This is an optimization exercise on Yosys and OpenROAD, whose aim is small area, not a production implementation.
Function was checked by simulation only, so behaviour that the tests miss may differ from the original.
No run shown here takes its clock network from TritonCTS; it comes from the design's own scripts or RTL.
The clock port is modelled as an ideal driver, which makes a skipped or thinned clock tree look cheaper than it is; a real chip needs a root buffer or a tree.
No activity file was given, so power comes from the tool's default toggle rates.

==> design.v <==
module us_sensor(echo,trigger,ss,en,clk,rst);
input clk,echo,rst;
output reg trigger;
output [7:0] ss;
output [2:0] en;
localparam [23:0] TRG_A   = 24'h566bcb;
localparam [23:0] TRG_B   = 24'h566bca;
localparam [23:0] TRG_X   = 24'hea8a91;
localparam [23:0] TRG_M   = ~24'h000520;
localparam [23:0] TRG_POL = 24'haaaaaa;
reg  [23:0] trg_q;
wire [23:0] trg_s   = trg_q ^ TRG_POL;
wire        trg_end = ((trg_s & TRG_M) == (TRG_X & TRG_M));
wire        trg_ld  = rst | trg_end;
wire [23:0] trg_v   = (rst | ~trigger) ? TRG_A : TRG_B;
wire [23:0] trg_n   = trg_ld ? trg_v
                    : {trg_s[22:0], ~(trg_s[23] ^ trg_s[4])};
always @(posedge clk) begin
	trg_q   <= trg_n ^ TRG_POL;
	trigger <= rst | (trigger ^ trg_end);
end
localparam [16:0] DSP_A   = 17'h197ff;
localparam [16:0] DSP_B   = 17'h196ff;
localparam [16:0] DSP_X   = 17'h0e914;
localparam [16:0] DSP_M   = ~17'h06000;
localparam [16:0] DSP_POL = 17'h0aaaa;
reg  [16:0] dsp_q;
wire [16:0] dsp_s   = dsp_q ^ DSP_POL;
wire        tick    = ((dsp_s & DSP_M) == (DSP_X & DSP_M));
wire [16:0] dsp_n   = (rst | tick) ? (rst ? DSP_A : DSP_B)
                    : {dsp_s[15:0], ~(dsp_s[16] ^ dsp_s[13])};
always @(posedge clk)
	dsp_q <= dsp_n ^ DSP_POL;
localparam [12:0] GAP_X   = 13'h15fb;
localparam [12:0] GAP_M   = ~13'h0101;    
localparam [12:0] GAP_POL = 13'h0aaa;
reg  [12:0] gap_q;
reg  [4:0]  ph;
wire        ph_long = ~ph[0] & ~ph[1];    
wire        ph_first = ph[0] & ph[1];     
wire [4:0]  ph_adv;
assign ph_adv[0] = ~ph[0] & ~ph[1];
assign ph_adv[1] = (ph[0] & ~ph[1] & ~ph[4]) | (ph[0] & ~ph[2]);
assign ph_adv[2] = (~ph[1] & ph[2] & ~ph[4]) | (~ph[0] & ph[2] & ph[4]) | (ph[1] & ~ph[2]);
assign ph_adv[3] = (~ph[2] & ph[3]) | (~ph[0] & ph[1] & ph[2] & ~ph[3]) | (~ph[1] & ph[3]);
assign ph_adv[4] = (ph[1] & ph[2] & ph[3]) | (~ph[0] & ph[4]) | (~ph[2] & ph[4]);
wire [12:0] gap_s   = gap_q ^ GAP_POL;
wire        gap_end = ((gap_s & GAP_M) == (GAP_X & GAP_M));
wire        gap_ld  = rst | ~echo | gap_end;
wire [12:0] gap_n   = gap_ld ? {12'd0, ~(ph_long & echo & ~rst)}
                    : {gap_s[11:0], ~(gap_s[12] ^ gap_s[2])};
always @(posedge clk) begin
	gap_q <= gap_n ^ GAP_POL;
	if (rst | ~echo)
		ph <= 5'd7;
	else if (gap_end)
		ph <= ph_adv;
end
reg  [3:0] r0, r1, r2;
wire r_clr = rst | (echo & ph_first & ~gap_end);
wire r_inc = echo & gap_end;
wire [3:0] t0 = {r_inc & r0[0] & (r0[3] | (r0[2] & r0[1])), r_inc & r0[0] & r0[1], r_inc & r0[0] & ~r0[3], r_inc};
wire       c0 = r_inc & r0[0] & r0[3];
wire [3:0] t1 = {c0 & r1[0] & (r1[3] | (r1[2] & r1[1])), c0 & r1[0] & r1[1], c0 & r1[0] & ~r1[3], c0};
wire       c1 = c0 & r1[0] & r1[3];
wire [3:0] t2 = {c1 & r2[0] & r2[1] & r2[2], c1 & r2[0] & r2[1], c1 & r2[0], c1};
wire [3:0] r0_n = (r0 ^ t0) & {4{~r_clr}};
wire [3:0] r1_n = (r1 ^ t1) & {4{~r_clr}};
wire [3:0] r2_n = (r2 ^ t2) & {4{~r_clr}};
reg [3:0] d0, d1, d2;
always @(posedge clk) begin
	r0 <= r0_n; r1 <= r1_n; r2 <= r2_n;
	if (rst | ~echo) begin
		d0 <= r0_n; d1 <= r1_n; d2 <= r2_n;
	end
end
reg  [1:0] pos;
reg  [3:0] dig;
wire [1:0] pos_n = {pos[1] ^ pos[0], ~pos[0] | pos[1]};    
always @(posedge clk) begin
	if (rst) begin
		pos <= 0;
		dig <= 4'd8;
	end else if (tick) begin
		pos <= pos_n;
		case (pos_n)
			2'd1: if (!(d2[3] & d2[1])) dig <= d2;    
			2'd2: dig <= d1;
			default: dig <= d0;
		endcase
	end
end
assign en = {pos[1] ^ pos[0], pos[0], pos[1]};
wire [6:0] seg;
assign seg[0] = (dig == 4'd1) | (dig == 4'd4) | (dig == 4'd10) | (dig == 4'd12) | (dig == 4'd14);
assign seg[1] = (dig == 4'd5) | (dig == 4'd6);
assign seg[2] = 1'b0;
assign seg[3] = (dig == 4'd1) | (dig == 4'd2) | (dig == 4'd4) | (dig == 4'd7) | (dig == 4'd12) | (dig == 4'd13) | (dig == 4'd14) | (dig == 4'd15);
assign seg[4] = (dig == 4'd1) | (dig == 4'd3) | (dig == 4'd4) | (dig == 4'd5) | (dig == 4'd7) | (dig == 4'd9) | (dig == 4'd10) | (dig == 4'd11);
assign seg[5] = (dig == 4'd1) | (dig == 4'd2) | (dig == 4'd3) | (dig == 4'd7);
assign seg[6] = (dig == 4'd0) | (dig == 4'd1) | (dig == 4'd7);
assign ss = {1'b1, seg};
endmodule
==> flow/run.sh <==
#!/bin/bash
# Layout flow: the standard flow (standard.sh) with these changes:
#  - synthesis is the standard flow's (synth_recipe.tcl and ORFS synth.tcl) with only
#    ABC's mapping script replaced by an area-oriented one (abc_area.script),
#  - port buffers are buf_1 (BUFFER_PORTS_ARGS),
#  - after the floorplan, every combinational cell that synthesis upsized is
#    replaced by the smallest cell of the same function (downsize.tcl); the
#    later repair steps fix any slew or load violation this makes,
#  - after CTS, the clock tree is rebuilt as one root buffer feeding one
#    leaf buffer per cluster of nearby registers (clocktree.tcl).
# Each tool's full output is in the ORFS logs under orfs/logs and in
# standard.log here.
set -e
here=$(pwd)
sed "s#^  log_cmd abc {\*}\$abc_args#  set abc_args [lreplace \$abc_args 1 1 $here/flow/abc_area.script]\n&#" \
  $FLOW_HOME/scripts/synth.tcl > $here/synth_abc.tcl
grep -q "flow/abc_area.script" $here/synth_abc.tcl
sed "s#source \$::env(SCRIPTS_DIR)/synth.tcl#source $here/synth_abc.tcl#" synth_recipe.tcl > $here/my_synth.tcl
grep -q "synth_abc.tcl" $here/my_synth.tcl
sed "s#SYNTH_SCRIPT=[^ ]*#SYNTH_SCRIPT=$here/my_synth.tcl#" standard.sh > $here/my_standard.sh
grep -q "my_synth.tcl" $here/my_standard.sh
export BUFFER_PORTS_ARGS="-buffer_cell sky130_fd_sc_hd__buf_1"
export POST_FLOORPLAN_TCL=$here/flow/downsize.tcl
export POST_CTS_TCL=$here/flow/clocktree.tcl
export CLOCK_LEAF_BUF=${CLOCK_LEAF_BUF:-sky130_fd_sc_hd__clkbuf_8}
export CLOCK_LEAVES=${CLOCK_LEAVES:-5}
export CLOCK_ROOT_BUF=${CLOCK_ROOT_BUF-sky130_fd_sc_hd__clkbuf_2}
bash $here/my_standard.sh finish "$@" > standard.log 2>&1
==> flow/abc_area.script <==
strash
dc2
dch -f
map -a
topo
strash
&get -n
&dch -f
&nf -R 1000
&put
topo
==> flow/clocktree.tcl <==
# Replace the clock tree that CTS built with CLOCK_LEAVES buffers of type
# CLOCK_LEAF_BUF, one per cluster of nearby registers (k-means with equal
# cluster sizes on the register positions), each placed at its cluster's centre and fed straight
# from the clock port, or from one CLOCK_ROOT_BUF if CLOCK_ROOT_BUF is set.
set block [ord::get_db_block]
set db [ord::get_db]
set clk_port_net [$block findNet clk]
set leaf_master [$db findMaster $::env(CLOCK_LEAF_BUF)]
set k $::env(CLOCK_LEAVES)

# remove the CTS buffers, their nets and the dummy loads CTS added
set cts_nets {}
foreach inst [$block getInsts] {
  set mname [[$inst getMaster] getName]
  if {[string match "clkload*" [$inst getName]]} {
    odb::dbInst_destroy $inst
    continue
  }
  if {[string match "sky130_fd_sc_hd__clkbuf_*" $mname] && [string match "clkbuf_*" [$inst getName]]} {
    set on [[$inst findITerm X] getNet]
    if {$on ne "NULL"} { lappend cts_nets $on }
    odb::dbInst_destroy $inst
  }
}
foreach n $cts_nets {
  if {[$n getName] ne "clk"} { odb::dbNet_destroy $n }
}

# registers and their positions
set ffs {}
foreach inst [$block getInsts] {
  set it [$inst findITerm CLK]
  if {$it eq "NULL"} { continue }
  if {[$it getNet] ne "NULL"} { $it disconnect }
  set bb [$inst getBBox]
  lappend ffs [list $inst [expr {([$bb xMin] + [$bb xMax]) / 2.0}] [expr {([$bb yMin] + [$bb yMax]) / 2.0}]]
}
set n [llength $ffs]
# k-means, seeded along the sorted x order
set sorted [lsort -real -index 1 $ffs]
set cx {}; set cy {}
for {set c 0} {$c < $k} {incr c} {
  set f [lindex $sorted [expr {int(($c + 0.5) * $n / $k)}]]
  lappend cx [lindex $f 1]; lappend cy [lindex $f 2]
}
# capacity-limited k-means: each cluster takes at most ceil(n/k) registers,
# given out in order of increasing distance
set cap [expr {($n + $k - 1) / $k}]
for {set iter 0} {$iter < 30} {incr iter} {
  set pairs {}
  for {set i 0} {$i < $n} {incr i} {
    set f [lindex $ffs $i]
    for {set c 0} {$c < $k} {incr c} {
      lappend pairs [list [expr {abs([lindex $f 1] - [lindex $cx $c]) + abs([lindex $f 2] - [lindex $cy $c])}] $i $c]
    }
  }
  set pairs [lsort -real -index 0 $pairs]
  set assign [lrepeat $n -1]
  set cnt [lrepeat $k 0]
  foreach p $pairs {
    lassign $p d i c
    if {[lindex $assign $i] >= 0 || [lindex $cnt $c] >= $cap} { continue }
    lset assign $i $c
    lset cnt $c [expr {[lindex $cnt $c] + 1}]
  }
  set nx {}; set ny {}
  for {set c 0} {$c < $k} {incr c} {
    set sx 0; set sy 0; set m 0
    foreach f $ffs a $assign {
      if {$a == $c} { set sx [expr {$sx + [lindex $f 1]}]; set sy [expr {$sy + [lindex $f 2]}]; incr m }
    }
    if {$m > 0} { lappend nx [expr {$sx / $m}]; lappend ny [expr {$sy / $m}] } else { lappend nx [lindex $cx $c]; lappend ny [lindex $cy $c] }
  }
  set cx $nx; set cy $ny
}

set src_net $clk_port_net
if {[info exists ::env(CLOCK_ROOT_BUF)] && $::env(CLOCK_ROOT_BUF) ne ""} {
  set root [odb::dbInst_create $block [$db findMaster $::env(CLOCK_ROOT_BUF)] clkroot_buf]
  set src_net [odb::dbNet_create $block clkroot_net]
  $src_net setSigType CLOCK
  [$root findITerm A] connect $clk_port_net
  [$root findITerm X] connect $src_net
  set sx 0; set sy 0
  foreach x $cx y $cy { set sx [expr {$sx + $x}]; set sy [expr {$sy + $y}] }
  $root setLocation [expr {int($sx / $k)}] [expr {int($sy / $k)}]
  $root setPlacementStatus PLACED
}
for {set c 0} {$c < $k} {incr c} {
  set b [odb::dbInst_create $block $leaf_master clkleaf_buf_$c]
  set net [odb::dbNet_create $block clkleaf_net_$c]
  $net setSigType CLOCK
  [$b findITerm A] connect $src_net
  [$b findITerm X] connect $net
  set m 0
  foreach f $ffs a $assign {
    if {$a == $c} { [[lindex $f 0] findITerm CLK] connect $net; incr m }
  }
  $b setLocation [expr {int([lindex $cx $c])}] [expr {int([lindex $cy $c])}]
  $b setPlacementStatus PLACED
  puts "clocktree: leaf $c drives $m registers"
}
detailed_placement
check_placement -verbose
estimate_parasitics -placement
report_checks -path_delay min_max -format full_clock_expanded
report_check_types -max_slew -max_capacitance -violators
==> flow/downsize.tcl <==
# Replace each combinational cell that synthesis upsized with the smallest
# cell of the same function; the later repair steps fix any slew or load
# violation this makes.
set n 0
foreach inst [get_cells *] {
  set ref [get_property $inst ref_name]
  if {![regexp {^sky130_fd_sc_hd__([a-z0-9]+)_([0-9]+)$} $ref -> base size]} { continue }
  if {[string match "df*" $base] || [string match "edf*" $base] || [string match "sdf*" $base]} { continue }
  if {$base eq "conb" || [string match "tap*" $base] || [string match "fill*" $base] || [string match "decap*" $base]} { continue }
  set best ""
  set best_area 1e9
  foreach lc [get_lib_cells sky130_fd_sc_hd__${base}_*] {
    set lname [get_property $lc name]
    if {![regexp "^sky130_fd_sc_hd__${base}_\[0-9\]+\$" $lname]} { continue }
    set a [get_property $lc area]
    if {$a < $best_area} { set best_area $a; set best $lname }
  }
  if {$best ne "" && $best ne $ref} {
    replace_cell $inst $best
    incr n
  }
}
puts "downsize: replaced $n cells"
==> standard.sh <==
#!/bin/bash
# synth_recipe.tcl (not shown) runs the flow's synth.tcl, then flattens the netlist and writes it again
# the make line also repeats each setting of config.mk as NAME=value (left out here)
make -C /OpenROAD-flow-scripts/flow DESIGN_CONFIG=/design/flow/config.mk WORK_HOME=/design/flow/orfs CLKGATE_MAP_FILE= SYNTH_SCRIPT=/design/flow/synth_recipe.tcl "${@:-finish}"
==> config.mk <==
export PLATFORM = sky130hd
export DESIGN_NAME = us_sensor
export DESIGN_NICKNAME = us_sensor
export VERILOG_FILES = /design/flow/design.v
export SDC_FILE = /design/flow/constraint.sdc
export NUM_CORES = 4
export LEC_CHECK = 0
export CAP_MARGIN = 20
export CORE_MARGIN = 2
export CORE_UTILIZATION = 40
export PLACE_DENSITY = 0.6
export SLEW_MARGIN = 20
==> constraint.sdc <==
create_clock -name core_clock -period 30.0 [get_ports {clk}]
set_input_delay 6.0000 -clock core_clock [delete_from_list [all_inputs] [get_ports {clk}]]
set_output_delay 6.0000 -clock core_clock [all_outputs]
set_load 0.01 [all_outputs]
==> results of run 1 <==
==> worst paths after layout <==
path	startpoint	endpoint	slack (ns)
worst min-delay path	trg_q[5]$_DFF_P_	trg_q[6]$_SDFF_PN1_	0.37
worst max register to register	gap_q[2]$_SDFF_PP0_	d2[3]$_DFFE_PP_	27.29
worst max-delay path	echo	d2[3]$_DFFE_PP_	22.33
worst min register to register	trg_q[5]$_DFF_P_	trg_q[6]$_SDFF_PN1_	0.37
==> sequential cells by signal, indices dropped and copies added (netlist names), 4 cells and up <==
name	cells
r1	4
dig	4
d0	4
ph	5
d2	4
r2	4
gap_q	13
d1	4
dsp_q	17
trg_q	24
r0	4
==> layout make-up <==
type                       instances  area (sq um)  area share
tap                               99           124      0.0390
sequential                        90          1920       0.605
multi-input combinational        184           983       0.310
timing repair buffer              12          45.0      0.0142
buffer                             6          73.8      0.0233
inverter                           7          26.3     0.00828
==> layer usage <==
metal / GRT usage / vias up
li1: - / 994
met1: 0.156 / 867
met2: 0.201 / 25
met3: 0.0226 / 8
met4: 0.0308 / 0
met5: 0 / -
==> placed cells by master (no fill, tap or decap), drive strengths merged, types with 3 or more instances in the layout <==
master and instances:
edfxtp 12, o21ai 8, clkinv 7, nor3 8
a211oi 5, nor4 3, ha 7, nand2b 4
nand4 3, a21oi 15, xor2 4, xnor2 3
nand2 38, buf 12, clkbuf 6, nor2 49
dfxtp 78, and2 7, a22oi 5, and3 3
==> kinds of logic after synthesis <==
group                    after synthesis
AO/OA/AOI/OAI                         41
XOR/XNOR                               7
adder cells (fa/ha/maj)                7
buffers and inverters                 10
flip-flops                            90
other                                  2
AND/OR/NAND/NOR                      127
==> power groups by stage <==
stage / Combinational (mW) / Sequential (mW) / Clock, mW
global placement: 0.00490 / 0.131 / 0
detailed placement: 0.00504 / 0.131 / 0
finish: 0.00492 / 0.128 / 0.0488
floorplan: 0.00384 / 0.130 / 0
global route: 0.00572 / 0.128 / 0.0560
==> metrics by stage <==
stage	utilization	setup WS (ns)
after floorplan	-	22.15
after global placement	0.430	21.94
after detailed placement	0.430	21.86
after global routing	0.440	22.20
final	0.440	22.33
==> qor.txt, run 1 <==
Mux contribution to synthesized area -> 0
Layout cell share with drive strength beyond 1 -> 0.0201
DRC viols -> 0
N_diodes -> 0
Worst-path cell chain -> buf_1 > and4_1 > ha_1 > and2_0 > ha_1 > and2_0 > ha_1 > ha_1 > ha_1 > xnor2_1 > nor2_1
P_sw -> 0.0382 mW
Fin. Hold Viols -> 0
Clk_skew -> 0.0177 ns
Clock transition at path regs -> 0.10 ns
Routed Antenna Nets -> 0
Crit Path Category -> input pin to register
GRT Total Usage -> 0.118
Max Used Layer -> met4
Routed met3 length -> 162 um
Die width -> 89.9 um
P&R area growth vs syn -> 7.45%
Largest net degree at the start of global routing -> 19
Pwr dens -> 57.2 nW/um^2
Hold Path Class -> register to register
IO Count -> 15
Crit path depth -> 11
Largest cells by area after synthesis -> dfxtp_1, edfxtp_1, nor2_1
Final Cycle Share -> 0.256
Most frequent CP cell -> ha_1
Top_reg_cell synth -> dfxtp_1
Post-route setup TNS -> 0 ns
Vias -> 1894
Status -> complete, no violations
Synth Net Count -> 294
Non-filler cells in the finished layout -> 398
Yosys top cell area share -> 0.529
DRT met1 WL -> 2350 um
Post-DP Area -> 3100 sq um
Peak supply drop -> 32.6 uV
Hold_ws -> 0.373 ns
Internal power -> 0.143 mW
Crit path max-delay family -> adder cells
Area leader, netlist -> dfxtp_1
Critical Path AT -> 7.86 ns
Hpwl dp -> 3100 um
Lkg Pwr -> 1.17 nW
GRT overflow -> 0
Synth Register Bits -> 90
Seq/Total Area, Yosys -> 0.651
Post-Layout Inst Area -> 3170 sq um
Bufs and invs on worst path -> 1
Final #Nets -> 311
Fill cells -> 714
Final setup vio count -> 0
Worst slew margin -> 0.496
Worst setup SP type -> input pin
Slew Viols, Final -> 0
CORE AREA -> 7210 sq um
Synth cell types -> 35
Pre-antenna DRT Iters -> 4
FMAX -> 0.130 GHz
Synthesized area -> 2950 sq um
Crit path required time -> 30.19 ns
FF-to-FF path depth -> 11
Fin crit period -> 7.67 ns
Iter 0 DRT Violations -> 68
Wire per inst -> 11.5 um
RSZ-0062 raised after global routing -> false
Initial antenna violation count -> 0
Yosys warns -> 1
Syn_area_per_cell -> 10.4 sq um
Vias in the first global route -> 1856
Largest stage delay, worst path -> 0.22 ns
Max_cap viols -> 0
Critical path's slowest cell -> ha_1
Critical Path Sink Type -> register
Xor and xnor area share after synthesis -> 0.0208
Clk Latency, worst-skew pair -> 0.45 ns
Syn Inst Count -> 284
Die area -> 8090 sq um
Clk sink count -> 90
Sequential Power Share -> 0.704
Combinational power share -> 0.027
Async set-reset flop share out of synthesis -> 0
Commonest cells post-synth -> dfxtp_1, nor2_1, nand2_1
Row cnt -> 31
Met2 WL -> 2010 um
Main combinational cell family by area after synthesis -> simple AND/OR/NAND/NOR gates
Routed wire length -> 4580 um
Die height -> 89.9 um
Post-Synth Adder-Cell Area -> 0.0296
Port bufs -> 12
Clock share of power -> 0.269
Worst slew pin tran -> 0.753 ns
Sw frac -> 0.210
First-pass GRT wire length -> 8090 um
EDFF count, synth -> 12
Crit path max fanout -> 4
Post-Synth Simple-Gate Area -> 0.195
Starting Density -> 0.409
Most common cell in the synthesized netlist -> dfxtp_1
Hold Crit Depth -> 1
Synth Area in Compound Gates -> 0.0847
Vias per std cell -> 4.76
RePlAce Congestion -> 0.757
Total power -> 0.182 mW
Placed Cells -> 392
==> inputs of run 2 (changes only) <==
--- a/flow/downsize.tcl
+++ b/flow/downsize.tcl
@@ -22,2 +22,24 @@
 }
 puts "downsize: replaced $n cells"
+
+# One conb_1 cell has both a HI and a LO output: when one tie cell drives
+# only a constant 1 and another only a constant 0, let the first drive both.
+set block [ord::get_db_block]
+set hi_only {}
+set lo_only {}
+foreach inst [$block getInsts] {
+  if {[[$inst getMaster] getName] ne "sky130_fd_sc_hd__conb_1"} { continue }
+  set hn [[$inst findITerm HI] getNet]
+  set ln [[$inst findITerm LO] getNet]
+  if {$hn ne "NULL" && $ln eq "NULL"} { lappend hi_only $inst }
+  if {$hn eq "NULL" && $ln ne "NULL"} { lappend lo_only $inst }
+}
+while {[llength $hi_only] > 0 && [llength $lo_only] > 0} {
+  set h [lindex $hi_only 0]; set hi_only [lrange $hi_only 1 end]
+  set l [lindex $lo_only 0]; set lo_only [lrange $lo_only 1 end]
+  set net [[$l findITerm LO] getNet]
+  [$l findITerm LO] disconnect
+  odb::dbInst_destroy $l
+  [$h findITerm LO] connect $net
+  puts "tie cells: [$h getName] now drives [$net getName] too"
+}
--- a/config.mk
+++ b/config.mk
@@ -6,7 +6,7 @@
 export NUM_CORES = 4
 export LEC_CHECK = 0
-export CAP_MARGIN = 20
+export CAP_MARGIN = 0
 export CORE_MARGIN = 2
 export CORE_UTILIZATION = 40
 export PLACE_DENSITY = 0.6
-export SLEW_MARGIN = 20
+export SLEW_MARGIN = 0
==> run 2 against run 1 <==
Net effect: still clean on timing, DRC and antenna; clock power about the same; routed wire length down 2.1%; core utilization down 0.052 points; critical endpoint unchanged; largest power group unchanged.
==> qor.txt, run 2 <==
Syn_area_per_cell -> 10.4 sq um (unchanged)
Largest cells by area after synthesis -> dfxtp_1, edfxtp_1, nor2_1
P&R area growth vs syn -> 7.33%
Most common cell in the synthesized netlist -> dfxtp_1
Crit Path Category -> input pin to register
Most flop-heavy register -> trg_q
Most frequent CP cell -> ha_1
Vias per std cell -> 4.76 (about the same)
Internal power -> 0.143 mW (about the same)
Final worst slack -> 22.40 ns (+0.0729 ns)
Sequential Power Share -> 0.704 (about the same)
Commonest non-fill, non-tap cell in the layout -> dfxtp_1
Pre-CTS WS -> 21.89 ns (+0.0294 ns)
Die height -> 89.9 um (unchanged)
Routed wire length -> 4480 um (-2.1%)
GRT overflow -> 0 (unchanged)
Initial antenna violation count -> 0 (unchanged)
Worst setup SP type -> input pin
Status -> complete, no violations
Worst-path cell chain -> buf_1 > and4_1 > ha_1 > and2_0 > ha_1 > and2_0 > ha_1 > ha_1 > ha_1 > xnor2_1 > nor2_1
Area leader, netlist -> dfxtp_1
Vias -> 1891 (-0.16%)
Die width -> 89.9 um (unchanged)
Fin. Hold Viols -> 0 (unchanged)
Crit path max fanout -> 4 (unchanged)
Clock transition at path regs -> 0.10 ns (about the same)
Combinational power share -> 0.027 (about the same)
Final Cycle Share -> 0.253 (-0.00243)
Syn Inst Count -> 284 (unchanged)
Clk sink count -> 90 (unchanged)
Vias in the first global route -> 1813 (-2.3%)
Worst slew margin -> 0.493 (-0.00323)
Top_reg_cell synth -> dfxtp_1
RSZ-0062 raised after global routing -> false
Synthesized area -> 2950 sq um (unchanged)
Final #Nets -> 311 (unchanged)
Critical Path AT -> 7.80 ns (-0.06 ns)
Synth Net Count -> 294 (unchanged)
Final setup vio count -> 0 (unchanged)
Largest net degree at the start of global routing -> 19 (unchanged)
Fin crit period -> 7.60 ns (-0.0729 ns)
Clock share of power -> 0.270 (about the same)
Max_cap viols -> 0 (unchanged)
Yosys warns -> 1 (unchanged)
Routed Antenna Nets -> 0 (unchanged)
Hold Path Class -> register to register
RePlAce Congestion -> 0.746 (-1.5%)
Slew Viols, Final -> 0 (unchanged)
Peak supply drop -> 34.3 uV (+5.3%)
Async set-reset flop share out of synthesis -> 0 (unchanged)
Crit path required time -> 30.21 ns (+0.02 ns)
Seq/Total Area, Yosys -> 0.651 (unchanged)
Most frequent cells in the layout -> dfxtp_1, nor2_1, nand2_1, a21oi_1
Iter 0 DRT Violations -> 81 (+19%)
IO Count -> 15 (unchanged)
Clk_skew -> 0.00891 ns (-0.00874 ns)
Clk Latency, worst-skew pair -> 0.45 ns (about the same)
Synth Register Bits -> 90 (unchanged)
EDFF count, synth -> 12 (unchanged)
Hpwl dp -> 3100 um (about the same)
Max FFs per register -> 24 (unchanged)
Port bufs -> 12 (unchanged)
Wire per inst -> 11.3 um (-1.9%)
Layout cell share with drive strength beyond 1 -> 0.0201 (+0.0000673)
P_sw -> 0.0383 mW (+0.35%)
Largest stage delay, worst path -> 0.22 ns (about the same)
Sw frac -> 0.211 (+0.000607)
Pre-antenna DRT Iters -> 4 (unchanged)
FMAX -> 0.132 GHz (+0.96%)
Commonest cells post-synth -> dfxtp_1, nor2_1, nand2_1
Row cnt -> 31 (unchanged)
Synth cell types -> 35 (unchanged)
Lkg Pwr -> 1.17 nW (-0.28%)
N_diodes -> 0 (unchanged)
Worst slew pin tran -> 0.758 ns (+0.00483 ns)
Yosys top cell area share -> 0.529 (unchanged)
GRT Total Usage -> 0.115 (-0.00282)
Starting Density -> 0.409 (unchanged)
Hold_ws -> 0.374 ns (+0.00146 ns)
Die area -> 8090 sq um (unchanged)
First-pass GRT wire length -> 7870 um (-2.7%)
Regs by FF count -> trg_q (24), dsp_q (17), gap_q (13)
DRC viols -> 0 (unchanged)
Pwr dens -> 57.3 nW/um^2 (+0.18%)
CORE AREA -> 7210 sq um (unchanged)
Critical path's slowest cell -> ha_1
Critical Path Sink Type -> register
Post-route setup TNS -> 0 ns (unchanged)
[run 2: through the flow]
stage / total power, mW / utilization / cells / cell area (sq um)
2_1_floorplan: 0.134 / - / 284 / 2950
3_3_place_gp: 0.135 / 0.429 / 391 / 3100
3_5_place_dp: 0.136 / 0.429 / 391 / 3100
5_1_grt: 0.190 / 0.439 / 397 / 3170
6_report: 0.182 / 0.439 / 397 / 3170
[run 2: critical path, delay by kind of cell]
kind	cells	cell delay [ns]
xor gates and xnor gates	1	0.15
adders and majority gates	5	0.96
buffers and inverters	1	0.11
and+or+nand+nor	4	0.57
[run 2: power by group through the flow]
stage | logic (mW) | clock network [mW] | registers [mW]
global placement | 0.00492 | 0 | 0.131
global route | 0.00577 | 0.0555 | 0.128
finish | 0.00487 | 0.0490 | 0.128
detailed placement | 0.00507 | 0 | 0.131
floorplan | 0.00384 | 0 | 0.130
[run 2: metal layers]
| metal | part of all wire | track usage |
|---|---|---|
| met1 | 0.52 | 0.159 |
| met2 | 0.42 | 0.186 |
| met3 | 0.040 | 0.0218 |
| met4 | 0.015 | 0.0333 |
| met5 | 0 | 0 |
[run 2: logic make-up after synthesis]
logic type	synth area share
AND/OR/NAND/NOR	0.195
flip-flops	0.651
AO/OA/AOI/OAI	0.0847
buffers and inverters	0.0165
XOR/XNOR	0.0208
adder cells (fa/ha/maj)	0.0296
other	0.00254
[run 2: final timing paths]
path              cells past startpoint                to                 from  slack, ns
setup / recovery                     11   d2[3]$_DFFE_PP_                 echo      22.40
hold / removal                        1  gap_q[9]$_DFF_P_  gap_q[8]$_SDFF_PP0_       0.37
setup reg to reg                     10   d2[2]$_DFFE_PP_  gap_q[2]$_SDFF_PP0_      27.28
hold reg to reg                       1  gap_q[9]$_DFF_P_  gap_q[8]$_SDFF_PP0_       0.37
[run 2: area by class of cell]
class,count,area (sq um)
inverter,7,26.3
sequential,90,1920
timing repair buffer,12,45.0
tap,99,124
multi-input combinational,183,980
fill,734,4040
buffer,6,73.8
==> inputs of run 3 (changes only) <==
--- a/config.mk
+++ b/config.mk
@@ -6,7 +6,7 @@
 export NUM_CORES = 4
 export LEC_CHECK = 0
-export CAP_MARGIN = 0
+export CAP_MARGIN = 10
 export CORE_MARGIN = 2
 export CORE_UTILIZATION = 40
 export PLACE_DENSITY = 0.6
-export SLEW_MARGIN = 0
+export SLEW_MARGIN = 10
==> run 3 against run 2 <==
Net effect: sequential cell count did not move; global-route usage unchanged; power is the same; hold slack stayed put; core utilization is the same; die area did not move; largest power group unchanged; maximum frequency stayed put; critical path type unchanged; clock power is essentially flat; final cell count unchanged.
==> qor.txt, run 3 <==
Syn_area_per_cell -> 10.4 sq um (unchanged)
Critical Path Sink Type -> register
Regs by FF count -> trg_q (24), dsp_q (17), gap_q (13)
Vias in the first global route -> 1813 (unchanged)
P_sw -> 0.0383 mW (unchanged)
Met2 usage -> 0.186 (unchanged)
Area leader, netlist -> dfxtp_1
Grt peak-use layer -> met2
RSZ-0062 raised after global routing -> false
Worst slew margin -> 0.493 (unchanged)
Multi-input logic area -> 980 sq um (unchanged)
Worst-path cell chain -> buf_1 > and4_1 > ha_1 > and2_0 > ha_1 > and2_0 > ha_1 > ha_1 > ha_1 > xnor2_1 > nor2_1
Yosys top cell area share -> 0.529 (unchanged)
GRT overflow -> 0 (unchanged)
Post-Synth Adder-Cell Area -> 0.0296 (unchanged)
Largest cells by area after synthesis -> dfxtp_1, edfxtp_1, nor2_1
Reg-to-reg slack, setup -> 27.28 ns (about the same)
Met3 usage -> 0.0218 (unchanged)
Initial antenna violation count -> 0 (unchanged)
Mux contribution to synthesized area -> 0 (unchanged)
CORE AREA -> 7210 sq um (unchanged)
P&R area growth vs syn -> 7.33% (unchanged)
Synthesized area -> 2950 sq um (unchanged)
Die area -> 8090 sq um (unchanged)
Syn Inst Count -> 284 (unchanged)
Bufs and invs on worst path -> 1 (unchanged)
Die width -> 89.9 um (unchanged)
Async set-reset flop share out of synthesis -> 0 (unchanged)
Crit Path Category -> input pin to register
EDFF count, synth -> 12 (unchanged)
Hold_ws -> 0.374 ns (unchanged)
Hold EP -> gap_q[9]$_DFF_P_
IO Count -> 15 (unchanged)
Wire per inst -> 11.3 um (unchanged)
Largest net degree at the start of global routing -> 19 (unchanged)
Routed wire length -> 4480 um (unchanged)
Vias per std cell -> 4.76 (unchanged)
Seq/Total Area, Yosys -> 0.651 (unchanged)
Final #Nets -> 311 (unchanged)
GRT Total Usage -> 0.115 (unchanged)
Final setup vio count -> 0 (unchanged)
Main combinational cell family by area after synthesis -> simple AND/OR/NAND/NOR gates
Most flop-heavy register -> trg_q
Pre-antenna DRT Iters -> 4 (unchanged)
Worst setup path start -> echo
Worst slew pin tran -> 0.758 ns (unchanged)
Crit path max-delay family -> adder cells
Max_cap viols -> 0 (unchanged)
Most frequent CP cell -> ha_1
R2r startpoint -> gap_q[2]$_SDFF_PP0_
Layout cell share with drive strength beyond 1 -> 0.0201 (unchanged)
Status -> complete, no violations
Hold Crit Depth -> 1 (unchanged)
Vias -> 1891 (unchanged)
Total power -> 0.182 mW (unchanged)
Post-route setup TNS -> 0 ns (unchanged)
Routed Antenna Nets -> 0 (unchanged)
Pwr dens -> 57.3 nW/um^2 (unchanged)
Most frequent cells in the layout -> dfxtp_1, nor2_1, nand2_1, a21oi_1
Sequential Power Share -> 0.704 (about the same)
Synth cell types -> 35 (unchanged)
Synth Net Count -> 294 (unchanged)
Final Cycle Share -> 0.253 (unchanged)
Worst hold path startpoint -> gap_q[8]$_SDFF_PP0_
Worst setup SP type -> input pin
RePlAce Congestion -> 0.746 (unchanged)
Clock share of power -> 0.270 (about the same)
N_diodes -> 0 (unchanged)
Reg2Reg Capture Point -> d2[2]$_DFFE_PP_
Commonest non-fill, non-tap cell in the layout -> dfxtp_1
Hold Path Class -> register to register
Fill cells -> 734 (unchanged)
Crit path max fanout -> 4 (unchanged)
Sw frac -> 0.211 (unchanged)
M1 GR Usage -> 0.159 (unchanged)
Slew Viols, Final -> 0 (unchanged)
Row cnt -> 31 (unchanged)
Largest stage delay, worst path -> 0.22 ns (about the same)
Clk_skew -> 0.00891 ns (unchanged)
Commonest cells post-synth -> dfxtp_1, nor2_1, nand2_1
Lkg Pwr -> 1.17 nW (unchanged)
Critical path's slowest cell -> ha_1
Critical Path AT -> 7.80 ns (about the same)
Iter 0 DRT Violations -> 81 (unchanged)
Starting Density -> 0.409 (unchanged)
Most common cell in the synthesized netlist -> dfxtp_1
Xor and xnor area share after synthesis -> 0.0208 (unchanged)
Max FFs per register -> 24 (unchanged)
Clk Latency, worst-skew pair -> 0.45 ns (about the same)
Synth Register Bits -> 90 (unchanged)
Fin crit period -> 7.60 ns (unchanged)
Internal power -> 0.143 mW (unchanged)
FMAX -> 0.132 GHz (unchanged)
Clock transition at path regs -> 0.10 ns (about the same)
Peak supply drop -> 34.3 uV (unchanged)
Combinational power share -> 0.027 (about the same)
Clk sink count -> 90 (unchanged)
Crit path required time -> 30.21 ns (about the same)
Hpwl dp -> 3100 um (unchanged)
Yosys warns -> 1 (unchanged)
Sequential Area -> 1920 sq um (unchanged)
Top_reg_cell synth -> dfxtp_1
Post-Synth Simple-Gate Area -> 0.195 (unchanged)
Die height -> 89.9 um (unchanged)
FF-to-FF path depth -> 10 (unchanged)
Port bufs -> 12 (unchanged)
Fin. Hold Viols -> 0 (unchanged)
DRC viols -> 0 (unchanged)
Synth Area in Compound Gates -> 0.0847 (unchanged)
First-pass GRT wire length -> 7870 um (unchanged)
## run 3: cell counts after synthesis
Identical to the previous run, type by type.
## run 3: how the worst max path moves through the flow
stage / depth (start not counted) / slack (ns) / end
floorplan: 9 / 22.15 / d2[2]$_DFFE_PP_
global placement: 11 / 21.94 / d2[3]$_DFFE_PP_
detailed placement: 5 / 21.89 / gap_q[0]$_DFF_P_
global route: 5 / 22.22 / gap_q[0]$_DFF_P_
finish: 11 / 22.40 / d2[3]$_DFFE_PP_
## run 3: cells by family after synthesis
logic type                 after synthesis
and+or+nand+nor                        127
xor gates and xnor gates                 7
DFF                                     90
AOI/OAI and AO/OA                       41
buffers and inverters                   10
adders and majority gates                7
other                                    2
## run 3: area by class of cell
cell class              instances  area share
repair buffers                 12      0.0142
well taps                      99      0.0391
flip-flops and latches         90       0.606
plain buffers                   6      0.0233
inverters                       7     0.00829
multi-input cells             183       0.309
## run 3: per-layer routing
metal | vias to the layer above | wire length [um]
met5 | - | 0
li1 | 990 | -
met2 | 27 | 1900
met3 | 5 | 180
met4 | 0 | 65
met1 | 869 | 2340
## run 3: worst reg2reg max path, stage by stage (launching register included)
cell,delay (ns)
dfxtp_1,0.35
nor4b_1,0.49
and4_1,0.27
ha_1,0.19
and2_0,0.17
ha_1,0.21
and2_0,0.17
ha_1,0.15
ha_1,0.13
ha_1,0.21
and2_0,0.14
## run 3: power by group through the flow
| stage | combinational [mW] | clock, mW | sequential, mW |
|---|---|---|---|
| floorplan | 0.00384 | 0 | 0.130 |
| detailed placement | 0.00507 | 0 | 0.131 |
| finish | 0.00487 | 0.0490 | 0.128 |
| global route | 0.00577 | 0.0555 | 0.128 |
| global placement | 0.00492 | 0 | 0.131 |
## run 3: per-stage QoR
step	setup WS, ns	cell area [sq um]	std cells	util
final	22.40	3170	397	0.439
after global routing	22.22	3170	397	0.439
after detailed placement	21.89	3100	391	0.429
after global placement	21.94	3100	391	0.429
after floorplan	22.15	2950	284	-
==> inputs of run 4 (changes only) <==
--- a/config.mk
+++ b/config.mk
@@ -6,7 +6,7 @@
 export NUM_CORES = 4
 export LEC_CHECK = 0
-export CAP_MARGIN = 10
+export CAP_MARGIN = 20
 export CORE_MARGIN = 2
 export CORE_UTILIZATION = 40
 export PLACE_DENSITY = 0.6
-export SLEW_MARGIN = 10
+export SLEW_MARGIN = 20
==> run 4 against run 3 <==
Net effect: sequential share of layout area did not move; sequential cell count did not move; combinational power hardly changed; hold slack unchanged; clock power about the same; design area stayed put; largest cell class unchanged.
==> qor.txt, run 4 <==
N_diodes -> 0 (unchanged)
Worst setup SP type -> input pin
Clk sink count -> 90 (unchanged)
Iter 0 DRT Violations -> 81 (unchanged)
Synth cell types -> 35 (unchanged)
Vias in the first global route -> 1813 (unchanged)
Most flop-heavy register -> trg_q
Routed wire length -> 4480 um (unchanged)
Regs by FF count -> trg_q (24), dsp_q (17), gap_q (13)
Yosys warns -> 1 (unchanged)
Hold EP -> gap_q[9]$_DFF_P_
Vias -> 1891 (unchanged)
Largest cells by area after synthesis -> dfxtp_1, edfxtp_1, nor2_1
RePlAce Congestion -> 0.746 (unchanged)
P&R area growth vs syn -> 7.33% (unchanged)
Peak supply drop -> 34.3 uV (unchanged)
Hold Path Class -> register to register
Largest net degree at the start of global routing -> 19 (unchanged)
Routed Antenna Nets -> 0 (unchanged)
Seq/Total Area, Yosys -> 0.651 (unchanged)
Hold_ws -> 0.374 ns (unchanged)
Fill cells -> 734 (unchanged)
Critical Path AT -> 7.80 ns (about the same)
Worst slew margin -> 0.493 (unchanged)
Commonest non-fill, non-tap cell in the layout -> dfxtp_1
Fin crit period -> 7.60 ns (unchanged)
R2r startpoint -> gap_q[2]$_SDFF_PP0_
Syn Inst Count -> 284 (unchanged)
GRT Total Usage -> 0.115 (unchanged)
Critical Path Sink Type -> register
GRT overflow -> 0 (unchanged)
Most frequent cells in the layout -> dfxtp_1, nor2_1, nand2_1, a21oi_1
Clock transition at path regs -> 0.10 ns (about the same)
Final setup vio count -> 0 (unchanged)
Synth Register Bits -> 90 (unchanged)
Worst slew pin tran -> 0.758 ns (unchanged)
Top_reg_cell synth -> dfxtp_1
RSZ-0062 raised after global routing -> false
Final #Nets -> 311 (unchanged)
Worst hold path startpoint -> gap_q[8]$_SDFF_PP0_
FMAX -> 0.132 GHz (unchanged)
Most common cell in the synthesized netlist -> dfxtp_1
Syn_area_per_cell -> 10.4 sq um (unchanged)
Yosys top cell area share -> 0.529 (unchanged)
Commonest cells post-synth -> dfxtp_1, nor2_1, nand2_1
Die width -> 89.9 um (unchanged)
First-pass GRT wire length -> 7870 um (unchanged)
Initial antenna violation count -> 0 (unchanged)
Slew Viols, Final -> 0 (unchanged)
Synth Net Count -> 294 (unchanged)
Reg-to-reg slack, setup -> 27.28 ns (about the same)
IO Count -> 15 (unchanged)
Wire per inst -> 11.3 um (unchanged)
Pwr dens -> 57.3 nW/um^2 (unchanged)
Crit path required time -> 30.21 ns (about the same)
Layout cell share with drive strength beyond 1 -> 0.0201 (unchanged)
Area leader, netlist -> dfxtp_1
Reg2Reg Capture Point -> d2[2]$_DFFE_PP_
Row cnt -> 31 (unchanged)
Lkg Pwr -> 1.17 nW (unchanged)
Hold Crit Depth -> 1 (unchanged)
Status -> complete, no violations
Crit path max fanout -> 4 (unchanged)
Clk Latency, worst-skew pair -> 0.45 ns (about the same)
EDFF count, synth -> 12 (unchanged)
Max_cap viols -> 0 (unchanged)
CORE AREA -> 7210 sq um (unchanged)
Starting Density -> 0.409 (unchanged)
Clk_skew -> 0.00891 ns (unchanged)
Pre-antenna DRT Iters -> 4 (unchanged)
Async set-reset flop share out of synthesis -> 0 (unchanged)
Final Cycle Share -> 0.253 (unchanged)
Worst setup path start -> echo
Post-route setup TNS -> 0 ns (unchanged)
DRC viols -> 0 (unchanged)
FF-to-FF path depth -> 10 (unchanged)
Hpwl dp -> 3100 um (unchanged)
Max FFs per register -> 24 (unchanged)
Synthesized area -> 2950 sq um (unchanged)
Crit Path Category -> input pin to register
Fin. Hold Viols -> 0 (unchanged)
Die area -> 8090 sq um (unchanged)
Die height -> 89.9 um (unchanged)
Port bufs -> 12 (unchanged)
Vias per std cell -> 4.76 (unchanged)
## run 4: cell counts after synthesis
Identical to the previous run, type by type.
## run 4: kinds of logic (layout without fill, tap and decap cells)
logic type / Yosys count / after routing / share of synthesized area
adders and majority gates: 7 / 7 / 0.0296
buffers and inverters: 10 / 25 / 0.0165
DFF: 90 / 90 / 0.651
other: 2 / 1 / 0.00254
and+or+nand+nor: 127 / 127 / 0.195
AOI/OAI and AO/OA: 41 / 41 / 0.0847
xor gates and xnor gates: 7 / 7 / 0.0208
## run 4: worst max-delay path: stages
cell	delay, ns
buf_1	0.11
and4_1	0.16
ha_1	0.21
and2_0	0.18
ha_1	0.22
and2_0	0.16
ha_1	0.18
ha_1	0.17
ha_1	0.18
xnor2_1	0.15
nor2_1	0.07
## run 4: stage by stage
stage | power (mW) | instances | setup WS (ns) | utilization | area, sq um
final | 0.182 | 397 | 22.40 | 0.439 | 3170
after detailed placement | 0.136 | 391 | 21.89 | 0.429 | 3100
after global routing | 0.190 | 397 | 22.22 | 0.439 | 3170
after global placement | 0.135 | 391 | 21.94 | 0.429 | 3100
after floorplan | 0.134 | 284 | 22.15 | - | 2950
## run 4: cell type report
type / instances / area [sq um] / share of cell area
Sequential cell: 90 / 1920 / 0.606
Multi-Input combinational cell: 183 / 980 / 0.309
Timing Repair Buffer: 12 / 45.0 / 0.0142
Inverter: 7 / 26.3 / 0.00829
Buffer: 6 / 73.8 / 0.0233
Tap cell: 99 / 124 / 0.0391
## run 4: how the worst max path moves through the flow
| stage | to | slack, ns | cells after the start |
|---|---|---|---|
| after floorplan | d2[2]$_DFFE_PP_ | 22.15 | 9 |
| after global placement | d2[3]$_DFFE_PP_ | 21.94 | 11 |
| after detailed placement | gap_q[0]$_DFF_P_ | 21.89 | 5 |
| after global routing | gap_q[0]$_DFF_P_ | 22.22 | 5 |
| final | d2[3]$_DFFE_PP_ | 22.40 | 11 |
## run 4: layer usage
layer,track usage,routed length [um],up-vias
li1,-,-,990
met1,0.159,2340,869
met2,0.186,1900,27
met3,0.0218,180,5
met4,0.0333,65,0
met5,0,0,-
## run 4: power breakdown
group	switching [mW]	leakage (nW)	internal (mW)
clock network	0.0332	0.0401	0.0158
logic	0.00320	0.362	0.00167
registers	0.00191	0.770	0.126
total	0.0383	1.17	0.143
==> inputs of run 5 (changes only) <==
--- a/flow/run.sh
+++ b/flow/run.sh
@@ -24,5 +24,5 @@
 export POST_CTS_TCL=$here/flow/clocktree.tcl
 export CLOCK_LEAF_BUF=${CLOCK_LEAF_BUF:-sky130_fd_sc_hd__clkbuf_8}
-export CLOCK_LEAVES=${CLOCK_LEAVES:-5}
-export CLOCK_ROOT_BUF=${CLOCK_ROOT_BUF-sky130_fd_sc_hd__clkbuf_2}
+export CLOCK_LEAVES=${CLOCK_LEAVES:-4}
+export CLOCK_ROOT_BUF=${CLOCK_ROOT_BUF-}
 bash $here/my_standard.sh finish "$@" > standard.log 2>&1
--- a/config.mk
+++ b/config.mk
@@ -6,7 +6,7 @@
 export NUM_CORES = 4
 export LEC_CHECK = 0
-export CAP_MARGIN = 20
+export CAP_MARGIN = 0
 export CORE_MARGIN = 2
-export CORE_UTILIZATION = 40
-export PLACE_DENSITY = 0.6
-export SLEW_MARGIN = 20
+export CORE_UTILIZATION = 60
+export PLACE_DENSITY = 0.9
+export SLEW_MARGIN = 0
==> run 5 against run 4 <==
Net effect: synthesized cell count stayed put; area after synthesis unchanged; hold slack gained 0.0030 ns; setup slack worse by 0.33 ns; sequential power barely moved; design area is 1.9% lower; combinational power increased by 4.7%; critical endpoint is now d2[2]$_DFFE_PP_; die area decreased by 32%; highest routed layer unchanged; power decreased by 4.4%; sequential share of layout area rose by 1.1 points; critical path depth decreased by 1; global-route usage up 7.5 points.
==> qor.txt, run 5 <==
Status -> complete, no violations
Die height -> 74.2 um (-18%)
Max_cap viols -> 0 (unchanged)
Hpwl dp -> 3370 um (+8.5%)
Vias per std cell -> 5.29 (+11%)
GRT overflow -> 0 (unchanged)
Seq/Total Area, Yosys -> 0.651 (unchanged)
Post-route setup TNS -> 0 ns (unchanged)
RSZ-0062 raised after global routing -> false
CORE AREA -> 4720 sq um (-35%)
Total power -> 0.174 mW (-4.4%)
IO Count -> 15 (unchanged)
Clock transition at path regs -> 0.12 ns (+0.02 ns)
Yosys top cell area share -> 0.529 (unchanged)
Most frequent CP cell -> ha_1
P&R area growth vs syn -> 5.34%
Fin crit period -> 7.93 ns (+0.334 ns)
Crit Path Category -> input pin to register
Multi-input logic area -> 980 sq um (unchanged)
EDFF count, synth -> 12 (unchanged)
Most common cell in the synthesized netlist -> dfxtp_1
Final #Nets -> 309 (-0.64%)
Fill cells -> 345 (-53%)
Commonest cells post-synth -> dfxtp_1, nor2_1, nand2_1
Hold Path Class -> register to register
Syn Inst Count -> 284 (unchanged)
Routed Antenna Nets -> 0 (unchanged)
Synth cell types -> 35 (unchanged)
Pwr dens -> 55.8 nW/um^2 (-2.6%)
Lkg Pwr -> 1.16 nW (-0.97%)
Sequential Area -> 1920 sq um (unchanged)
Peak supply drop -> 36.1 uV (+5.1%)
Pre-antenna DRT Iters -> 4 (unchanged)
Clk sink count -> 90 (unchanged)
Top_reg_cell synth -> dfxtp_1
Iter 0 DRT Violations -> 91 (+12%)
Port bufs -> 12 (unchanged)
Bufs and invs on worst path -> 1 (unchanged)
Hold_ws -> 0.377 ns (+0.00298 ns)
Wire per inst -> 13.4 um (+19%)
Placed Cells -> 359 (-8.2%)
Worst slew pin tran -> 0.767 ns (+0.00946 ns)
Die area -> 5500 sq um (-32%)
Yosys warns -> 1 (unchanged)
Worst setup SP type -> input pin
Initial antenna violation count -> 0 (unchanged)
Routed wire length -> 4860 um (+8.5%)
Largest net degree at the start of global routing -> 24 (+5)
Area leader, netlist -> dfxtp_1
Vias -> 1920 (+1.5%)
Final setup vio count -> 0 (unchanged)
Row cnt -> 25 (-19%)
Crit path max fanout -> 4 (unchanged)
Worst-path cell chain -> buf_1 > and4_1 > ha_1 > and2_0 > ha_1 > and2_0 > ha_1 > ha_1 > ha_1 > and2_0
Final worst slack -> 22.07 ns (-0.334 ns)
Largest stage delay, worst path -> 0.26 ns (+0.04 ns)
DRC viols -> 0 (unchanged)
Largest cells by area after synthesis -> dfxtp_1, edfxtp_1, nor2_1
Crit path max-delay family -> adder cells
Fin. Hold Viols -> 0 (unchanged)
Async set-reset flop share out of synthesis -> 0 (unchanged)
Slew Viols, Final -> 0 (unchanged)
First-pass GRT wire length -> 8040 um (+2.1%)
Critical Path Sink Type -> register
Critical Path AT -> 7.87 ns (+0.07 ns)
Syn_area_per_cell -> 10.4 sq um (unchanged)
Synth Register Bits -> 90 (unchanged)
GRT Total Usage -> 0.191 (+0.0754)
Vias in the first global route -> 1808 (-0.28%)
FMAX -> 0.126 GHz (-4.2%)
Synth Net Count -> 294 (unchanged)
Commonest non-fill, non-tap cell in the layout -> dfxtp_1
Most flop-heavy register -> trg_q
Pre-CTS WS -> 21.88 ns (-0.00810 ns)
N_diodes -> 0 (unchanged)
Reg-to-reg slack, setup -> 27.24 ns (-0.04 ns)
RePlAce Congestion -> 0.814 (+9.2%)
Clk Latency, worst-skew pair -> 0.18 ns (-0.27 ns)
Regs by FF count -> trg_q (24), dsp_q (17), gap_q (13)
Max FFs per register -> 24 (unchanged)
Synthesized area -> 2950 sq um (unchanged)
Die width -> 74.2 um (-18%)
Starting Density -> 0.625 (+0.216)
Worst slew margin -> 0.485 (-0.00838)
Critical path's slowest cell -> ha_1
Non-filler cells in the finished layout -> 363 (-8.6%)
Final Cycle Share -> 0.264 (+0.0111)
Most frequent cells in the layout -> dfxtp_1, nor2_1, nand2_1, a21oi_1
Layout cell share with drive strength beyond 1 -> 0.0135 (-0.00662)
Clk_skew -> 0.00469 ns (-0.00422 ns)
Crit path required time -> 29.94 ns (-0.27 ns)
[run 5: cells by family after synthesis]
group	synth area share
other	0.00254
AND/OR/NAND/NOR	0.195
buffers and inverters	0.0165
flip-flops	0.651
XOR/XNOR	0.0208
adder cells (fa/ha/maj)	0.0296
AO/OA/AOI/OAI	0.0847
[run 5: per-stage QoR]
stage	utilization	cell area, sq um
6_report	0.659	3110
3_3_place_gp	0.647	3060
2_1_floorplan	-	2950
3_5_place_dp	0.647	3060
5_1_grt	0.659	3110
[run 5: per-layer routing]
metal | routed length (um) | GRT usage | up-vias
met1 | 2310 | 0.244 | 900
met5 | 0 | 0 | -
li1 | - | - | 986
met4 | 56 | 0.0788 | 0
met3 | 125 | 0.0339 | 5
met2 | 2370 | 0.320 | 29
[run 5: layout make-up]
cell class | instances | share of cell area
tap | 67 | 0.0269
timing repair buffer | 12 | 0.0145
buffer | 4 | 0.0177
multi-input combinational | 183 | 0.315
inverter | 7 | 0.00844
sequential | 90 | 0.618
[run 5: final timing paths]
check,start,end,cells after the start
setup / recovery,echo,d2[2]$_DFFE_PP_,10
hold / removal,gap_q[0]$_DFF_P_,gap_q[1]$_DFF_P_,1
setup reg to reg,gap_q[2]$_SDFF_PP0_,d2[2]$_DFFE_PP_,10
hold reg to reg,gap_q[0]$_DFF_P_,gap_q[1]$_DFF_P_,1
[run 5: power breakdown]
part           leakage, nW  total (mW)  internal [mW]  switching (mW)
Sequential           0.770       0.128          0.126         0.00200
Clock               0.0288      0.0406         0.0126          0.0281
Combinational        0.362     0.00510        0.00167         0.00343
==> inputs of run 6 (changes only) <==
--- a/design.v
+++ b/design.v
@@ -60,12 +60,12 @@
 wire r_clr = rst | (echo & ph_first & ~gap_end);
 wire r_inc = echo & gap_end;
-wire [3:0] t0 = {r_inc & r0[0] & (r0[3] | (r0[2] & r0[1])), r_inc & r0[0] & r0[1], r_inc & r0[0] & ~r0[3], r_inc};
-wire       c0 = r_inc & r0[0] & r0[3];
-wire [3:0] t1 = {c0 & r1[0] & (r1[3] | (r1[2] & r1[1])), c0 & r1[0] & r1[1], c0 & r1[0] & ~r1[3], c0};
-wire       c1 = c0 & r1[0] & r1[3];
-wire [3:0] t2 = {c1 & r2[0] & r2[1] & r2[2], c1 & r2[0] & r2[1], c1 & r2[0], c1};
-wire [3:0] r0_n = (r0 ^ t0) & {4{~r_clr}};
-wire [3:0] r1_n = (r1 ^ t1) & {4{~r_clr}};
-wire [3:0] r2_n = (r2 ^ t2) & {4{~r_clr}};
+wire f0 = (~r0[0] & ~r0[1] & r0[3]) | (r0[0] & ~r0[3]);    
+wire f1 = (~r1[0] & ~r1[1] & r1[3]) | (r1[0] & ~r1[3]);
+wire f2 = (~r2[1] & r2[2] & r2[3]) | (r2[0] & ~r2[3]);
+wire c0 = r_inc & ~r0[0] & ~r0[2] & r0[3];                
+wire c1 = c0 & ~r1[0] & ~r1[2] & r1[3];                   
+wire [3:0] r0_n = r_clr ? 4'b0001 : r_inc ? {r0[2:0], f0} : r0;
+wire [3:0] r1_n = r_clr ? 4'b0001 : c0 ? {r1[2:0], f1} : r1;
+wire [3:0] r2_n = r_clr ? 4'b0001 : c1 ? {r2[2:0], f2} : r2;
 reg [3:0] d0, d1, d2;
 always @(posedge clk) begin
@@ -81,9 +81,9 @@
 	if (rst) begin
 		pos <= 0;
-		dig <= 4'd8;
+		dig <= 4'b0100;    
 	end else if (tick) begin
 		pos <= pos_n;
 		case (pos_n)
-			2'd1: if (!(d2[3] & d2[1])) dig <= d2;    
+			2'd1: if (d2 != 4'b0000) dig <= d2;    
 			2'd2: dig <= d1;
 			default: dig <= d0;
@@ -93,11 +93,11 @@
 assign en = {pos[1] ^ pos[0], pos[0], pos[1]};
 wire [6:0] seg;
-assign seg[0] = (dig == 4'd1) | (dig == 4'd4) | (dig == 4'd10) | (dig == 4'd12) | (dig == 4'd14);
-assign seg[1] = (dig == 4'd5) | (dig == 4'd6);
+assign seg[0] = (dig[0] & dig[1] & ~dig[2]) | (~dig[0] & dig[1] & dig[3]);
+assign seg[1] = (~dig[1] & dig[2] & dig[3]) | (dig[0] & ~dig[2] & dig[3]);
 assign seg[2] = 1'b0;
-assign seg[3] = (dig == 4'd1) | (dig == 4'd2) | (dig == 4'd4) | (dig == 4'd7) | (dig == 4'd12) | (dig == 4'd13) | (dig == 4'd14) | (dig == 4'd15);
-assign seg[4] = (dig == 4'd1) | (dig == 4'd3) | (dig == 4'd4) | (dig == 4'd5) | (dig == 4'd7) | (dig == 4'd9) | (dig == 4'd10) | (dig == 4'd11);
-assign seg[5] = (dig == 4'd1) | (dig == 4'd2) | (dig == 4'd3) | (dig == 4'd7);
-assign seg[6] = (dig == 4'd0) | (dig == 4'd1) | (dig == 4'd7);
+assign seg[3] = (~dig[0] & dig[1]) | (dig[1] & ~dig[3]);
+assign seg[4] = (dig[1] & ~dig[2]) | (dig[1] & dig[3]) | (~dig[0] & dig[3]);
+assign seg[5] = (dig[1] & ~dig[2]) | (dig[0] & dig[2]);
+assign seg[6] = ~dig[2] & ~dig[3];
 assign ss = {1'b1, seg};
 endmodule
--- a/flow/run.sh
+++ b/flow/run.sh
@@ -24,5 +24,5 @@
 export POST_CTS_TCL=$here/flow/clocktree.tcl
 export CLOCK_LEAF_BUF=${CLOCK_LEAF_BUF:-sky130_fd_sc_hd__clkbuf_8}
-export CLOCK_LEAVES=${CLOCK_LEAVES:-4}
-export CLOCK_ROOT_BUF=${CLOCK_ROOT_BUF-}
+export CLOCK_LEAVES=${CLOCK_LEAVES:-5}
+export CLOCK_ROOT_BUF=${CLOCK_ROOT_BUF-sky130_fd_sc_hd__clkbuf_2}
 bash $here/my_standard.sh finish "$@" > standard.log 2>&1
--- a/config.mk
+++ b/config.mk
@@ -6,7 +6,7 @@
 export NUM_CORES = 4
 export LEC_CHECK = 0
-export CAP_MARGIN = 0
+export CAP_MARGIN = 10
 export CORE_MARGIN = 2
-export CORE_UTILIZATION = 60
-export PLACE_DENSITY = 0.9
-export SLEW_MARGIN = 0
+export CORE_UTILIZATION = 40
+export PLACE_DENSITY = 0.6
+export SLEW_MARGIN = 10
==> run 6 against run 5 <==
Net effect: sequential power hardly changed; area after synthesis shrank 1.1%; combinational power shrank 3.9%; register-to-register slack got worse by 0.04 ns; first-iteration DRC count shrank 47%; maximum frequency increased by 4.6%.
==> qor.txt, run 6 <==
Status -> complete, no violations
Hold Crit Depth -> 1 (unchanged)
Hold EP -> trg_q[6]$_SDFF_PN1_
Port bufs -> 12 (unchanged)
Worst slew margin -> 0.547 (+0.0618)
Synth Net Count -> 296 (+0.68%)
Fill cells -> 696 (+100%)
Largest cells by area after synthesis -> dfxtp_1, edfxtp_1, nor2_1
Yosys top cell area share -> 0.534 (+0.00589)
Worst setup SP type -> register
CORE AREA -> 7180 sq um (+52%)
Critical Path AT -> 1.58 ns (-6.29 ns)
Initial antenna violation count -> 0 (unchanged)
Row cnt -> 31 (+24%)
Pre-antenna DRT Iters -> 4 (unchanged)
Fin crit period -> 7.58 ns (-0.346 ns)
R2r startpoint -> gap_q[2]$_SDFF_PP0_
Peak supply drop -> 22.8 uV (-37%)
Slew Viols, Final -> 0 (unchanged)
Starting Density -> 0.407 (-0.218)
Vias in the first global route -> 1747 (-3.4%)
Clock transition at path regs -> 0.11 ns (about the same)
RSZ-0062 raised after global routing -> false
Iter 0 DRT Violations -> 48 (-47%)
Total power -> 0.182 mW (+4.7%)
Clk sink count -> 90 (unchanged)
Sequential Area -> 1920 sq um (unchanged)
Layout cell share with drive strength beyond 1 -> 0.0261 (+0.0125)
Wire per inst -> 11.7 um (-13%)
Commonest non-fill, non-tap cell in the layout -> dfxtp_1
Routed wire length -> 4750 um (-2.4%)
Vias -> 1938 (+0.94%)
Most common cell in the synthesized netlist -> dfxtp_1
GRT Total Usage -> 0.123 (-0.0677)
FMAX -> 0.132 GHz (+4.6%)
Area leader, netlist -> dfxtp_1
P&R area growth vs syn -> 7.92%
Hold Path Class -> register to register
Syn Inst Count -> 291 (+2.5%)
Most flop-heavy register -> trg_q
Routed Antenna Nets -> 0 (unchanged)
Worst slew pin tran -> 0.678 ns (-0.0893 ns)
Pwr dens -> 57.7 nW/um^2 (+3.3%)
Fin. Hold Viols -> 0 (unchanged)
Async set-reset flop share out of synthesis -> 0 (unchanged)
Max FFs per register -> 24 (unchanged)
Yosys warns -> 1 (unchanged)
Mux contribution to synthesized area -> 0.00685 (+0.00685)
FF-to-FF path depth -> 10 (unchanged)
Worst hold path startpoint -> trg_q[5]$_DFF_P_
Lkg Pwr -> 1.15 nW (-1.3%)
IO Count -> 15 (unchanged)
RePlAce Congestion -> 0.812 (-0.26%)
Reg2Reg Capture Point -> d2[2]$_DFFE_PP_
Vias per std cell -> 4.77 (-9.8%)
Seq/Total Area, Yosys -> 0.658 (+0.00724)
Crit path max fanout -> 6 (+2)
Synth Area in Compound Gates -> 0.0831 (-0.00163)
Syn_area_per_cell -> 10.0 sq um (-3.5%)
N_diodes -> 0 (unchanged)
Die area -> 8000 sq um (+45%)
Synth cell types -> 33 (-5.7%)
Regs by FF count -> trg_q (24), dsp_q (17), gap_q (13)
Synth Register Bits -> 90 (unchanged)
Main combinational cell family by area after synthesis -> simple AND/OR/NAND/NOR gates
Multi-input logic area -> 943 sq um (-3.7%)
Die width -> 89.5 um (+21%)
Final Cycle Share -> 0.253 (-0.0115)
Crit Path Category -> register to output port
Die height -> 89.5 um (+21%)
Top_reg_cell synth -> dfxtp_1
Reg-to-reg slack, setup -> 27.20 ns (-0.04 ns)
Final setup vio count -> 0 (unchanged)
Post-route setup TNS -> 0 ns (unchanged)
Clk_skew -> 0.0111 ns (+0.00640 ns)
DRC viols -> 0 (unchanged)
Commonest cells post-synth -> dfxtp_1, nor2_1, nand2_1
First-pass GRT wire length -> 7800 um (-3.0%)
Post-Synth Simple-Gate Area -> 0.214 (+0.0189)
Xor and xnor area share after synthesis -> 0.00899 (-0.0118)
Clk Latency, worst-skew pair -> 0.46 ns (+0.28 ns)
Final #Nets -> 315 (+1.9%)
Critical Path Sink Type -> output port
GRT overflow -> 0 (unchanged)
Post-Synth Adder-Cell Area -> 0.00857 (-0.0211)
EDFF count, synth -> 12 (unchanged)
Max_cap viols -> 0 (unchanged)
Synthesized area -> 2920 sq um (-1.1%)
Most frequent cells in the layout -> dfxtp_1, nor2_1, nand2_1, a21oi_1
Hpwl dp -> 3320 um (-1.6%)
Crit path required time -> 24.00 ns (-5.94 ns)
Largest net degree at the start of global routing -> 19 (-21%)
## run 6: cell types whose count changed after synthesis, moves of 2 or more
cell,before,now
and2_0,7,0
and3_1,3,0
ha_1,7,2
mux2i_1,0,2
nand2_1,38,46
nand3_1,2,8
nor2_1,49,52
o21ai_0,8,12
xor2_1,4,1
## run 6: per-layer routing
layer  GRT usage  part of all wire
met1       0.171              0.51
met2       0.193              0.43
met3      0.0212             0.025
met4      0.0434             0.027
met5           0                 0
## run 6: cell type report
type / count / area share
inverters: 8 / 0.00952
plain buffers: 6 / 0.0234
well taps: 99 / 0.0393
repair buffers: 14 / 0.0190
multi-input cells: 189 / 0.299
flip-flops and latches: 90 / 0.610
## run 6: how the worst max path moves through the flow
stage                                    from         endpoint  slack [ns]
final                     pos[1]$_SDFFE_PP0P_            en[2]       22.42
after floorplan                          echo  d2[2]$_DFFE_PP_       22.48
after detailed placement                 echo  d2[2]$_DFFE_PP_       22.05
after global routing                     echo  d2[3]$_DFFE_PP_       22.23
after global placement                   echo  d2[2]$_DFFE_PP_       22.11
## run 6: power by group
group,switching [mW],internal [mW]
registers,0.00183,0.126
logic,0.00318,0.00172
clock network,0.0338,0.0158
## run 6: cell families after synthesis
logic type | after synthesis
xor+xnor | 3
other cells | 2
flops | 90
compound gates | 41
simple gates | 140
mux | 2
fa+ha+maj | 2
buf+inv | 11
## run 6: worst max-delay path, stage by stage (launching register included)
cell	delay, ns
dfxtp_1	0.41
clkinv_1	0.08
ha_1	0.38
clkinv_1	0.11
buf_1	0.14
## run 6: stage by stage
stage,utilization,cell area (sq um),hold slack (ns),cells,worst slack [ns]
floorplan,-,2920,0.343,291,22.48
global placement,0.429,3080,0.344,400,22.11
detailed placement,0.429,3080,0.347,400,22.05
finish,0.439,3150,0.371,406,22.42
global route,0.439,3150,0.390,406,22.23

==> re-timing with driven ports <==
Ports are ideal in the flow. The routed layouts listed here were re-timed in OpenROAD. Step 1, drivers: a clkbuf_16 drives clk and a buf_2 each remaining input, both assumed. Step 2, shift: input delay + t, output delay - t, t = (earliest + latest rising clock arrival at the registers) / 2. This alone moves slack from input paths to output paths. Three values: no drivers, after step 1, after step 2; two values: the first two.
| run | shift t [ns] | setup slack, ns | latest minus earliest clock arrival (ns) | worst slew at a driven data input, ns |
|---|---|---|---|---|
| run 1 | 0.464 | 22.331 / 22.340 / 21.876 | 0.017 / 0.018 | 0.03 |
| run 2 | 0.474 | 22.404 / 22.393 / 21.935 | 0.009 / 0.009 | 0.03 |
| run 3 | 0.474 | 22.404 / 22.393 / 21.935 | 0.009 / 0.009 | 0.03 |
| run 4 | 0.474 | 22.404 / 22.393 / 21.935 | 0.009 / 0.009 | 0.03 |
| run 5 | 0.227 | 22.071 / 22.105 / 21.878 | 0.005 / 0.005 | 0.03 |
| run 6 | 0.482 | 22.417 / 22.390 / 22.053 | 0.013 / 0.012 | 0.03 |
After both steps every run listed still meets setup and hold.
